This design comes from an exercise in tuning for small area and a short achievable clock period on the open sky130 flow, not from production work.
At most, simulation tests tie the RTL to the original design; equivalence was not proved.
Power is estimated from default activity; no workload was simulated.

==> run X <==
==> flow/design.v <==
`timescale 1ns / 1ps
module half_adder_beh(
    input x, y,
    output reg s, c
    );
    always @(x, y)
    begin
        s = x ^ y;
        if (x & y)
        begin
            c = 1'b1;
        end 
        else
        begin
            c = 1'b0;
        end
    end
endmodule
`timescale 1ns / 1ps
module fa_structural(
    input x, y, cin,
    output s, cout
    );
    wire s1, a0, a1;
    xor X0 (s1, x, y);
    xor X1 (s , s1, cin);
    and A0 (a0, s1, cin);
    and A1 (a1, x, y);
    or O0 (cout, a0, a1);
endmodule
`timescale 1ns / 1ps
module array_multiplier_8bit(
    input [7:0] a, b,
    output [15:0] z
    );
    wire [55:0] s, c;
    half_adder_beh HA0 (.x(a[1] & b[0]), .y(a[0] & b[1]), .s(s[0]), .c(c[0]));
    half_adder_beh HA1 (.x(a[2] & b[0]), .y(a[1] & b[1]), .s(s[1]), .c(c[1]));
    half_adder_beh HA2 (.x(a[3] & b[0]), .y(a[2] & b[1]), .s(s[2]), .c(c[2]));
    half_adder_beh HA3 (.x(a[4] & b[0]), .y(a[3] & b[1]), .s(s[3]), .c(c[3]));
    half_adder_beh HA4 (.x(a[5] & b[0]), .y(a[4] & b[1]), .s(s[4]), .c(c[4]));
    half_adder_beh HA5 (.x(a[6] & b[0]), .y(a[5] & b[1]), .s(s[5]), .c(c[5]));
    half_adder_beh HA6 (.x(a[7] & b[0]), .y(a[6] & b[1]), .s(s[6]), .c(c[6]));
    half_adder_beh HA7 (.x(s[43]), .y(c[42]), .s(s[49]), .c(c[49]));
    fa_structural FA0 (.x(s[1]), .y(a[0] & b[2]), .cin(c[0]), .s(s[7]), .cout(c[7]));
    fa_structural FA1 (.x(s[2]), .y(a[1] & b[2]), .cin(c[1]), .s(s[8]), .cout(c[8]));
    fa_structural FA2 (.x(s[3]), .y(a[2] & b[2]), .cin(c[2]), .s(s[9]), .cout(c[9]));
    fa_structural FA3 (.x(s[4]), .y(a[3] & b[2]), .cin(c[3]), .s(s[10]), .cout(c[10]));
    fa_structural FA4 (.x(s[5]), .y(a[4] & b[2]), .cin(c[4]), .s(s[11]), .cout(c[11]));
    fa_structural FA5 (.x(s[6]), .y(a[5] & b[2]), .cin(c[5]), .s(s[12]), .cout(c[12]));
    fa_structural FA6 (.x(a[7] & b[1]), .y(a[6] & b[2]), .cin(c[6]), .s(s[13]), .cout(c[13]));
    fa_structural FA7 (.x(s[8]), .y(a[0] & b[3]), .cin(c[7]), .s(s[14]), .cout(c[14]));
    fa_structural FA8 (.x(s[9]), .y(a[1] & b[3]), .cin(c[8]), .s(s[15]), .cout(c[15]));
    fa_structural FA9 (.x(s[10]), .y(a[2] & b[3]), .cin(c[9]), .s(s[16]), .cout(c[16]));
    fa_structural FA10 (.x(s[11]), .y(a[3] & b[3]), .cin(c[10]), .s(s[17]), .cout(c[17]));
    fa_structural FA11 (.x(s[12]), .y(a[4] & b[3]), .cin(c[11]), .s(s[18]), .cout(c[18]));
    fa_structural FA12 (.x(s[13]), .y(a[5] & b[3]), .cin(c[12]), .s(s[19]), .cout(c[19]));
    fa_structural FA13 (.x(a[7] & b[2]), .y(a[6] & b[3]), .cin(c[13]), .s(s[20]), .cout(c[20]));
    fa_structural FA14 (.x(s[15]), .y(a[0] & b[4]), .cin(c[14]), .s(s[21]), .cout(c[21]));
    fa_structural FA15 (.x(s[16]), .y(a[1] & b[4]), .cin(c[15]), .s(s[22]), .cout(c[22]));
    fa_structural FA16 (.x(s[17]), .y(a[2] & b[4]), .cin(c[16]), .s(s[23]), .cout(c[23]));
    fa_structural FA17 (.x(s[18]), .y(a[3] & b[4]), .cin(c[17]), .s(s[24]), .cout(c[24]));
    fa_structural FA18 (.x(s[19]), .y(a[4] & b[4]), .cin(c[18]), .s(s[25]), .cout(c[25]));
    fa_structural FA19 (.x(s[20]), .y(a[5] & b[4]), .cin(c[19]), .s(s[26]), .cout(c[26]));
    fa_structural FA20 (.x(a[7] & b[3]), .y(a[6] & b[4]), .cin(c[20]), .s(s[27]), .cout(c[27]));
    fa_structural FA21 (.x(s[22]), .y(a[0] & b[5]), .cin(c[21]), .s(s[28]), .cout(c[28]));
    fa_structural FA22 (.x(s[23]), .y(a[1] & b[5]), .cin(c[22]), .s(s[29]), .cout(c[29]));
    fa_structural FA23 (.x(s[24]), .y(a[2] & b[5]), .cin(c[23]), .s(s[30]), .cout(c[30]));
    fa_structural FA24 (.x(s[25]), .y(a[3] & b[5]), .cin(c[24]), .s(s[31]), .cout(c[31]));
    fa_structural FA25 (.x(s[26]), .y(a[4] & b[5]), .cin(c[25]), .s(s[32]), .cout(c[32]));
    fa_structural FA26 (.x(s[27]), .y(a[5] & b[5]), .cin(c[26]), .s(s[33]), .cout(c[33]));
    fa_structural FA27 (.x(a[7] & b[4]), .y(a[6] & b[5]), .cin(c[27]), .s(s[34]), .cout(c[34]));
    fa_structural FA28 (.x(s[29]), .y(a[0] & b[6]), .cin(c[28]), .s(s[35]), .cout(c[35]));
    fa_structural FA29 (.x(s[30]), .y(a[1] & b[6]), .cin(c[29]), .s(s[36]), .cout(c[36]));
    fa_structural FA30 (.x(s[31]), .y(a[2] & b[6]), .cin(c[30]), .s(s[37]), .cout(c[37]));
    fa_structural FA31 (.x(s[32]), .y(a[3] & b[6]), .cin(c[31]), .s(s[38]), .cout(c[38]));
    fa_structural FA32 (.x(s[33]), .y(a[4] & b[6]), .cin(c[32]), .s(s[39]), .cout(c[39]));
    fa_structural FA33 (.x(s[34]), .y(a[5] & b[6]), .cin(c[33]), .s(s[40]), .cout(c[40]));
    fa_structural FA34 (.x(a[7] & b[5]), .y(a[6] & b[6]), .cin(c[34]), .s(s[41]), .cout(c[41]));
    fa_structural FA35 (.x(s[36]), .y(a[0] & b[7]), .cin(c[35]), .s(s[42]), .cout(c[42]));
    fa_structural FA36 (.x(s[37]), .y(a[1] & b[7]), .cin(c[36]), .s(s[43]), .cout(c[43]));
    fa_structural FA37 (.x(s[38]), .y(a[2] & b[7]), .cin(c[37]), .s(s[44]), .cout(c[44]));
    fa_structural FA38 (.x(s[39]), .y(a[3] & b[7]), .cin(c[38]), .s(s[45]), .cout(c[45]));
    fa_structural FA39 (.x(s[40]), .y(a[4] & b[7]), .cin(c[39]), .s(s[46]), .cout(c[46]));
    fa_structural FA40 (.x(s[41]), .y(a[5] & b[7]), .cin(c[40]), .s(s[47]), .cout(c[47]));
    fa_structural FA41 (.x(a[7] & b[6]), .y(a[6] & b[7]), .cin(c[41]), .s(s[48]), .cout(c[48]));
    fa_structural FA42 (.x(s[44]), .y(c[49]), .cin(c[43]), .s(s[50]), .cout(c[50]));
    fa_structural FA43 (.x(s[45]), .y(c[50]), .cin(c[44]), .s(s[51]), .cout(c[51]));
    fa_structural FA44 (.x(s[46]), .y(c[51]), .cin(c[45]), .s(s[52]), .cout(c[52]));
    fa_structural FA45 (.x(s[47]), .y(c[52]), .cin(c[46]), .s(s[53]), .cout(c[53]));
    fa_structural FA46 (.x(s[48]), .y(c[53]), .cin(c[47]), .s(s[54]), .cout(c[54]));
    fa_structural FA47 (.x(a[7] & b[7]), .y(c[54]), .cin(c[48]), .s(s[55]), .cout(c[55]));
    assign z[0] = a[0] & b[0];
    assign z[1] = s[0];
    assign z[2] = s[7];
    assign z[3] = s[14];
    assign z[4] = s[21];
    assign z[5] = s[28];
    assign z[6] = s[35];
    assign z[7] = s[42];
    assign z[8] = s[49];
    assign z[9] = s[50];
    assign z[10] = s[51];
    assign z[11] = s[52];
    assign z[12] = s[53];
    assign z[13] = s[54];
    assign z[14] = s[55];
    assign z[15] = c[55];
endmodule
`timescale 1ns / 1ps
module mult8_reg(
    input clk,
    input [7:0] a, b,
    output reg [15:0] z
    );
    reg [7:0] a_q, b_q;
    always @(posedge clk) begin
        a_q <= a;
        b_q <= b;
        z <= a_q * b_q;
    end
endmodule
==> flow/run.sh <==
#!/bin/bash
# synth_recipe.tcl (not shown) runs the flow's synth.tcl, then flattens the netlist and writes it again
# the make line also repeats each setting of config.mk as NAME=value (left out here)
make -C /OpenROAD-flow-scripts/flow DESIGN_CONFIG=/design/flow/config.mk WORK_HOME=/design/flow/orfs CLKGATE_MAP_FILE= SYNTH_SCRIPT=/design/flow/synth_recipe.tcl finish
==> flow/config.mk <==
export PLATFORM = sky130hd
export DESIGN_NAME = mult8_reg
export DESIGN_NICKNAME = mult8_reg
export VERILOG_FILES = /design/flow/design.v
export SDC_FILE = /design/flow/constraint.sdc
export NUM_CORES = 4
export LEC_CHECK = 0
export CAP_MARGIN = 20
export CORE_MARGIN = 2
export CORE_UTILIZATION = 40
export SETUP_SLACK_MARGIN = 4
export SLEW_MARGIN = 20
==> flow/constraint.sdc <==
create_clock -name core_clock -period 7.0 [get_ports {clk}]
set_input_delay 1.4000 -clock core_clock [delete_from_list [all_inputs] [get_ports {clk}]]
set_output_delay 1.4000 -clock core_clock [all_outputs]
set_load 0.01 [all_outputs]
==> run B: changes against run X <==
--- a/flow/design.v
+++ b/flow/design.v
@@ -116,2 +116,4 @@
     reg [7:0] a_q, b_q;
+    wire [15:0] p;
+    array_multiplier_8bit MUL (.a(a_q), .b(b_q), .z(p));
     always @(posedge clk) begin
@@ -119,3 +121,3 @@
         b_q <= b;
-        z <= a_q * b_q;
+        z <= p;
     end
SETUP_SLACK_MARGIN = default   (was 4)
==> run D: changes against run X <==
--- a/flow/design.v
+++ b/flow/design.v
@@ -115,8 +115,93 @@
     );
-    reg [7:0] a_q, b_q;
+    reg [7:0] a_q;
+    reg [9:1] a3_q;
+    reg [3:0] s1_q, s2_q, s3_q;
+    wire [9:0] a3 = {2'b00, a} + {1'b0, a, 1'b0};
+    integer k;
     always @(posedge clk) begin
         a_q <= a;
-        b_q <= b;
-        z <= a_q * b_q;
+        a3_q <= a3[9:1];
+        for (k = 0; k < 4; k = k + 1) begin
+            s1_q[k] <= b[2*k] & ~b[2*k+1];
+            s2_q[k] <= ~b[2*k] & b[2*k+1];
+            s3_q[k] <= b[2*k] & b[2*k+1];
+        end
     end
-endmodule
+    wire r0_0, r0_1, r0_2, r0_3, r0_4, r0_5, r0_6, r0_7, r0_8, r0_9, r1_0, r1_1, r1_2, r1_3, r1_4, r1_5, r1_6, r1_7, r1_8, r1_9, r2_0, r2_1, r2_2, r2_3, r2_4, r2_5, r2_6, r2_7, r2_8, r2_9, r3_0, r3_1, r3_2, r3_3, r3_4, r3_5, r3_6, r3_7, r3_8, r3_9, hs0, hc0, fs0, fc0, fs1, fc1, hs1, hc1, fs2, fc2, fs3, fc3, fs4, fc4, fs5, fc5, fs6, fc6, fs7, fc7, fs8, fc8, hs2, hc2, fs9, fc9, hs3, hc3, fs10, fc10, hs4, hc4;
+    assign r0_0 = (s1_q[0] & a_q[0]) | (s3_q[0] & a_q[0]);
+    assign r0_1 = (s1_q[0] & a_q[1]) | (s2_q[0] & a_q[0]) | (s3_q[0] & a3_q[1]);
+    assign r0_2 = (s1_q[0] & a_q[2]) | (s2_q[0] & a_q[1]) | (s3_q[0] & a3_q[2]);
+    assign r0_3 = (s1_q[0] & a_q[3]) | (s2_q[0] & a_q[2]) | (s3_q[0] & a3_q[3]);
+    assign r0_4 = (s1_q[0] & a_q[4]) | (s2_q[0] & a_q[3]) | (s3_q[0] & a3_q[4]);
+    assign r0_5 = (s1_q[0] & a_q[5]) | (s2_q[0] & a_q[4]) | (s3_q[0] & a3_q[5]);
+    assign r0_6 = (s1_q[0] & a_q[6]) | (s2_q[0] & a_q[5]) | (s3_q[0] & a3_q[6]);
+    assign r0_7 = (s1_q[0] & a_q[7]) | (s2_q[0] & a_q[6]) | (s3_q[0] & a3_q[7]);
+    assign r0_8 = (s2_q[0] & a_q[7]) | (s3_q[0] & a3_q[8]);
+    assign r0_9 = (s3_q[0] & a3_q[9]);
+    assign r1_0 = (s1_q[1] & a_q[0]) | (s3_q[1] & a_q[0]);
+    assign r1_1 = (s1_q[1] & a_q[1]) | (s2_q[1] & a_q[0]) | (s3_q[1] & a3_q[1]);
+    assign r1_2 = (s1_q[1] & a_q[2]) | (s2_q[1] & a_q[1]) | (s3_q[1] & a3_q[2]);
+    assign r1_3 = (s1_q[1] & a_q[3]) | (s2_q[1] & a_q[2]) | (s3_q[1] & a3_q[3]);
+    assign r1_4 = (s1_q[1] & a_q[4]) | (s2_q[1] & a_q[3]) | (s3_q[1] & a3_q[4]);
+    assign r1_5 = (s1_q[1] & a_q[5]) | (s2_q[1] & a_q[4]) | (s3_q[1] & a3_q[5]);
+    assign r1_6 = (s1_q[1] & a_q[6]) | (s2_q[1] & a_q[5]) | (s3_q[1] & a3_q[6]);
+    assign r1_7 = (s1_q[1] & a_q[7]) | (s2_q[1] & a_q[6]) | (s3_q[1] & a3_q[7]);
+    assign r1_8 = (s2_q[1] & a_q[7]) | (s3_q[1] & a3_q[8]);
+    assign r1_9 = (s3_q[1] & a3_q[9]);
+    assign r2_0 = (s1_q[2] & a_q[0]) | (s3_q[2] & a_q[0]);
+    assign r2_1 = (s1_q[2] & a_q[1]) | (s2_q[2] & a_q[0]) | (s3_q[2] & a3_q[1]);
+    assign r2_2 = (s1_q[2] & a_q[2]) | (s2_q[2] & a_q[1]) | (s3_q[2] & a3_q[2]);
+    assign r2_3 = (s1_q[2] & a_q[3]) | (s2_q[2] & a_q[2]) | (s3_q[2] & a3_q[3]);
+    assign r2_4 = (s1_q[2] & a_q[4]) | (s2_q[2] & a_q[3]) | (s3_q[2] & a3_q[4]);
+    assign r2_5 = (s1_q[2] & a_q[5]) | (s2_q[2] & a_q[4]) | (s3_q[2] & a3_q[5]);
+    assign r2_6 = (s1_q[2] & a_q[6]) | (s2_q[2] & a_q[5]) | (s3_q[2] & a3_q[6]);
+    assign r2_7 = (s1_q[2] & a_q[7]) | (s2_q[2] & a_q[6]) | (s3_q[2] & a3_q[7]);
+    assign r2_8 = (s2_q[2] & a_q[7]) | (s3_q[2] & a3_q[8]);
+    assign r2_9 = (s3_q[2] & a3_q[9]);
+    assign r3_0 = (s1_q[3] & a_q[0]) | (s3_q[3] & a_q[0]);
+    assign r3_1 = (s1_q[3] & a_q[1]) | (s2_q[3] & a_q[0]) | (s3_q[3] & a3_q[1]);
+    assign r3_2 = (s1_q[3] & a_q[2]) | (s2_q[3] & a_q[1]) | (s3_q[3] & a3_q[2]);
+    assign r3_3 = (s1_q[3] & a_q[3]) | (s2_q[3] & a_q[2]) | (s3_q[3] & a3_q[3]);
+    assign r3_4 = (s1_q[3] & a_q[4]) | (s2_q[3] & a_q[3]) | (s3_q[3] & a3_q[4]);
+    assign r3_5 = (s1_q[3] & a_q[5]) | (s2_q[3] & a_q[4]) | (s3_q[3] & a3_q[5]);
+    assign r3_6 = (s1_q[3] & a_q[6]) | (s2_q[3] & a_q[5]) | (s3_q[3] & a3_q[6]);
+    assign r3_7 = (s1_q[3] & a_q[7]) | (s2_q[3] & a_q[6]) | (s3_q[3] & a3_q[7]);
+    assign r3_8 = (s2_q[3] & a_q[7]) | (s3_q[3] & a3_q[8]);
+    assign r3_9 = (s3_q[3] & a3_q[9]);
+    assign hs0 = r0_4 ^ r1_2;
+    assign hc0 = r0_4 & r1_2;
+    assign fs0 = r0_5 ^ r1_3 ^ r2_1;
+    assign fc0 = (r0_5 & r1_3) | (r2_1 & (r0_5 ^ r1_3));
+    assign fs1 = r0_6 ^ r1_4 ^ r2_2;
+    assign fc1 = (r0_6 & r1_4) | (r2_2 & (r0_6 ^ r1_4));
+    assign hs1 = r3_0 ^ fc0;
+    assign hc1 = r3_0 & fc0;
+    assign fs2 = r0_7 ^ r1_5 ^ r2_3;
+    assign fc2 = (r0_7 & r1_5) | (r2_3 & (r0_7 ^ r1_5));
+    assign fs3 = r3_1 ^ fc1 ^ fs2;
+    assign fc3 = (r3_1 & fc1) | (fs2 & (r3_1 ^ fc1));
+    assign fs4 = r0_8 ^ r1_6 ^ r2_4;
+    assign fc4 = (r0_8 & r1_6) | (r2_4 & (r0_8 ^ r1_6));
+    assign fs5 = r3_2 ^ fc2 ^ fs4;
+    assign fc5 = (r3_2 & fc2) | (fs4 & (r3_2 ^ fc2));
+    assign fs6 = r0_9 ^ r1_7 ^ r2_5;
+    assign fc6 = (r0_9 & r1_7) | (r2_5 & (r0_9 ^ r1_7));
+    assign fs7 = r3_3 ^ fc4 ^ fs6;
+    assign fc7 = (r3_3 & fc4) | (fs6 & (r3_3 ^ fc4));
+    assign fs8 = r1_8 ^ r2_6 ^ r3_4;
+    assign fc8 = (r1_8 & r2_6) | (r3_4 & (r1_8 ^ r2_6));
+    assign hs2 = fc6 ^ fs8;
+    assign hc2 = fc6 & fs8;
+    assign fs9 = r1_9 ^ r2_7 ^ r3_5;
+    assign fc9 = (r1_9 & r2_7) | (r3_5 & (r1_9 ^ r2_7));
+    assign hs3 = fc8 ^ fs9;
+    assign hc3 = fc8 & fs9;
+    assign fs10 = r2_8 ^ r3_6 ^ fc9;
+    assign fc10 = (r2_8 & r3_6) | (fc9 & (r2_8 ^ r3_6));
+    assign hs4 = r2_9 ^ r3_7;
+    assign hc4 = r2_9 & r3_7;
+    wire [15:0] row0 = {r3_9, r3_8, hs4, hc3, hc2, hs2, fc5, fc3, hc1, fs1, hc0, r2_0, r0_3, r0_2, r0_1, r0_0};
+    wire [15:0] row1 = {1'b0, hc4, fc10, fs10, hs3, fc7, fs7, fs5, fs3, hs1, fs0, hs0, r1_1, r1_0, 1'b0, 1'b0};
+    always @(posedge clk)
+        z <= row0 + row1;
+endmodule
SETUP_SLACK_MARGIN = 4.5   (was 4)
==> comparison table <==
| quantity | run B | run X | run D |
|---|---|---|---|
| Power Dens Cells | 276 mW/mm² | 310 mW/mm² | 294 mW/mm² |
| Sequential fraction of design power | 32.8% | 22.2% | 31.3% |
| Maximum operating frequency | 151 MHz | 261 MHz | 322 MHz |
| X dimension of the die | 78.7 µm | 86.9 µm | 87.0 µm |
| Clk_skew | 3.97 ps | 5.64 ps | 7.55 ps |
| Sum of routed wire segments on met1 | 1290 µm | 2310 µm | 2590 µm |
| Met2 WL post-DR | 1640 µm | 2460 µm | 2890 µm |
| Reg-to-Reg End | z[14] | z[9] | z[12] |
| Run status | timing/DRC/antenna clean | timing/DRC/antenna clean | timing/DRC/antenna clean |
| Average wire per cell in the routed design | 9.94 µm | 12.2 µm | 14.5 µm |
| Grt met3 use | 4.02% | 2.46% | 3.32% |
| Register area | 643 µm² | 682 µm² | 930 µm² |
| Via count of the first global-routing pass | 1553 | 1951 | 2259 |
Function not checked in run X: the RTL went through the layout flow alone.

-- afterwards: timing with drivers on the ports --
How much do the figures lean on ideal ports? The routed layouts below were timed once more, with nothing changed but the port constraints. Step 1 (the two cells are an assumption about what drives the block):
set clk [get_ports {clk}]
set_driving_cell -lib_cell sky130_fd_sc_hd__clkbuf_16 $clk
set_driving_cell -lib_cell sky130_fd_sc_hd__buf_2 [delete_from_list [all_inputs] $clk]
Step 2 times the ports against the registers' clock, not the clock port: input delays grow and output delays shrink by t, the midpoint of the rising clock arrivals with the driver on. Slacks: ideal / step 1 / step 2; pairs: ideal / step 1.
run | t, ns | slack for setup (ns) | worst hold slack (ns)
run X | 0.317 | 3.172 / 3.172 / 3.172 | 0.557 / 0.557 / 0.557
run B | 0.303 | 0.359 / 0.359 / 0.359 | 0.541 / 0.541 / 0.541
run D | 0.328 | 3.892 / 3.892 / 3.892 | 0.570 / 0.570 / 0.570
After both steps setup and hold are still met in every run listed.
